What follows belongs to an exercise in optimizing a design on an open flow for small area, a short achievable clock period and few clock cycles per item; a production flow would make more cautious choices. Function was checked by simulation only, so behaviour that the tests miss may differ from the original.

## lane 1
// ahb_lite_fir_filter
module ahb_lite_fir_filter (
    input  wire        clk,
    input  wire        n_rst,
    input  wire        hsel,
    input  wire [3:0]  haddr,
    input  wire        hsize,
    input  wire [1:0]  htrans,
    input  wire        hwrite,
    input  wire [15:0] hwdata,
    output reg  [15:0] hrdata,
    output reg         hresp
);
Size: ~340 flip-flops, roughly 44 I/O pins.
export LEC_CHECK = 0
export ABC_AREA = 1
export CAP_MARGIN = 20
export CORE_MARGIN = 2
export CORE_UTILIZATION = 40
export CTS_CLUSTER_DIAMETER = 120
export CTS_CLUSTER_SIZE = 22
export PLACE_DENSITY = 0.7
export SETUP_SLACK_MARGIN = 5
export SLEW_MARGIN = 20
create_clock -name core_clock -period 11.0 [get_ports {clk}]
standard.sh (not shown) runs the stock make flow with config.mk's settings and CLKGATE_MAP_FILE= SYNTH_SCRIPT=/design/flow/synth_recipe.tcl, a recipe that flattens the netlist after the stock synthesis.
==> flow/flow/run.sh <==
#!/bin/bash
bash standard.sh SETUP_SLACK_MARGIN=6.0 "BUFFER_PORTS_ARGS=-buffer_cell sky130_fd_sc_hd__buf_2" finish > standard.log 2>&1
Testbench counts of lane 1, summed over its fixed seeds: cycles 4,880, samples 1,600.
For lane 2, these inputs were changed with respect to lane 1:
- removing PLACE_DENSITY (formerly 0.7)
- removing CTS_CLUSTER_DIAMETER (formerly 120)
- removing CTS_CLUSTER_SIZE (formerly 22)
==> flow/flow/run.sh <==
#!/bin/bash
bash standard.sh SETUP_SLACK_MARGIN=5.7 finish > standard.log 2>&1
[summary]
The run showing the greater area added between synthesis and finish is lane 2. Compared lane 2 against lane 1; number of endpoints failing setup at the final stage within noise. Lane 2: minimum setup slack in the final design is 220 ps lower than what lane 1 reported. In the metrics for lane 2 and lane 1, the one carrying the lower overall fraction of global-route tracks in use is lane 1.
#### Input delta (lane 3 over lane 2)
- swapping 20 for 10 in SLEW_MARGIN
- putting CTS_CLUSTER_DIAMETER at 120 where nothing was set
- putting CTS_CLUSTER_SIZE at 22 where nothing was set
- putting PLACE_DENSITY at 0.7 where nothing was set
- swapping 20 for 10 in CAP_MARGIN
==> flow/flow/run.sh <==
#!/bin/bash
bash standard.sh SETUP_SLACK_MARGIN=6.0 "BUFFER_PORTS_ARGS=-buffer_cell sky130_fd_sc_hd__buf_2" finish > standard.log 2>&1
## What came out
From lane 2 to lane 3 the numbers moved as follows: via count of the first global-routing pass lower; fraction of the cycle the final worst path needs fell 2.0 points. Lane 2 leaves less setup margin than lane 3.

* * *

Starting RTL as in the previous note.
==> flow/config.mk <==
export PLATFORM = sky130hd
export DESIGN_NAME = ahb_lite_fir_filter
export DESIGN_NICKNAME = ahb_lite_fir_filter
export VERILOG_FILES = /design/flow/design.v
export SDC_FILE = /design/flow/constraint.sdc
export NUM_CORES = 4
export LEC_CHECK = 0
export ABC_AREA = 1
export CAP_MARGIN = 20
export CORE_MARGIN = 2
export CORE_UTILIZATION = 40
export SETUP_SLACK_MARGIN = 5
export SLEW_MARGIN = 20
==> flow/constraint.sdc <==
create_clock -name core_clock -period 11.0 [get_ports {clk}]
set_input_delay 2.2000 -clock core_clock [delete_from_list [all_inputs] [get_ports {clk}]]
set_output_delay 2.2000 -clock core_clock [all_outputs]
set_load 0.01 [all_outputs]
==> flow/flow/run.sh <==
#!/bin/bash
bash standard.sh SETUP_SLACK_MARGIN=5.5 finish > standard.log 2>&1
The starting point produced a clean layout.
Testbench counts at the start, summed over its fixed seeds: cycles 4,880, samples 1,600.
Rerun with:
==> flow/flow/run.sh (replaced) <==
#!/bin/bash
bash standard.sh SETUP_SLACK_MARGIN=6.0 "BUFFER_PORTS_ARGS=-buffer_cell sky130_fd_sc_hd__buf_2" finish > standard.log 2>&1
--- a/flow/config.mk
+++ b/flow/config.mk
@@ -10,4 +10,7 @@
 export CORE_MARGIN = 2
 export CORE_UTILIZATION = 40
+export CTS_CLUSTER_DIAMETER = 120
+export CTS_CLUSTER_SIZE = 24
+export PLACE_DENSITY = 0.7
 export SETUP_SLACK_MARGIN = 5
 export SLEW_MARGIN = 20
Outcome: Die area is unchanged. Setup slack gains 0.44 ns. Synthesized area is unchanged. Core utilization came out lower by 1.0 points. Critical path depth grows by 3.
Rerun with:
==> flow/flow/run.sh (replaced) <==
#!/bin/bash
bash standard.sh SETUP_SLACK_MARGIN=5.7 CTS_BUF_LIST=sky130_fd_sc_hd__clkbuf_8 finish > standard.log 2>&1
--- a/flow/config.mk
+++ b/flow/config.mk
@@ -10,7 +10,4 @@
 export CORE_MARGIN = 2
 export CORE_UTILIZATION = 40
-export CTS_CLUSTER_DIAMETER = 120
-export CTS_CLUSTER_SIZE = 24
-export PLACE_DENSITY = 0.7
 export SETUP_SLACK_MARGIN = 5
 export SLEW_MARGIN = 20
=>
- The changed run completed without violations
- area after synthesis stays the same
- core utilization rose by 1.6 points
- wire length rose by roughly a tenth
- clock skew rose by 0.0066 ns
- synthesized cell count does not change
- global-route usage rose by 2.0 points
- clock-buffer cell count rose by 47
- via count rose slightly
- first-iteration DRC count fell by about a fifth
Rerun with:
==> flow/flow/run.sh (replaced) <==
#!/bin/bash
bash standard.sh SETUP_SLACK_MARGIN=6.0 "BUFFER_PORTS_ARGS=-buffer_cell sky130_fd_sc_hd__buf_2" finish > standard.log 2>&1
--- a/flow/config.mk
+++ b/flow/config.mk
@@ -6,8 +6,10 @@
 export NUM_CORES = 4
 export LEC_CHECK = 0
-export ABC_AREA = 1
+export ABC_AREA = 0
 export CAP_MARGIN = 20
 export CORE_MARGIN = 2
 export CORE_UTILIZATION = 40
+export CTS_CLUSTER_DIAMETER = 120
+export CTS_CLUSTER_SIZE = 22
 export SETUP_SLACK_MARGIN = 5
 export SLEW_MARGIN = 20
Design area is lower slightly.
Worst setup slack degrades by 0.32 ns.
Synthesized area shrinks slightly.
Utilization barely changes.
Via count increases by a few percent.

[port drivers added, routing unchanged]
No port has a modelled driver above. Below, the same layouts with a new extraction and two added sets of constraints.
Step 1, drivers: a clkbuf_16 drives clk and a buf_2 each remaining input, both assumed.
Step 2 adds t to the input delays and takes it off the output delays; t is the mean of the earliest and latest rising clock arrival at the registers after step 1. Input paths then give back, and output paths get back, about the clock's delay inside the block.
a / b / c = no drivers / after step 1 / after step 2; a / b = the first two.
| run | t (ns) | setup WS [ns] | worst setup path after step 2 | worst slew at a driven data input, ns | cell pins on the clock port's net |
|---|---|---|---|---|---|
| lane 1 | 0.619 | 6.021 / 5.955 / 5.519 | input to register | 0.05 | 1 |
| lane 2 | 0.646 | 5.799 / 5.766 / 5.242 | input to register | 0.04 | 1 |
| lane 3 | 0.619 | 6.020 / 5.955 / 5.515 | input to register | 0.05 | 1 |
| the first run of note 2 | 0.644 | 5.588 / 5.528 / 4.990 | input to register | 0.04 | 1 |
| the second run of note 2 | 0.621 | 6.030 / 5.969 / 5.491 | input to register | 0.05 | 1 |
| the third run of note 2 | 0.740 | 5.699 / 5.642 / 5.078 | input to register | 0.04 | 1 |
| the fourth run of note 2 | 0.637 | 5.380 / 5.315 / 5.435 | input to register | 0.06 | 1 |
After both steps every run listed still meets setup and hold. The setup slack of the third run of note 2, which loses most, moves by -0.057 ns with the drivers and by -0.621 ns with both steps.
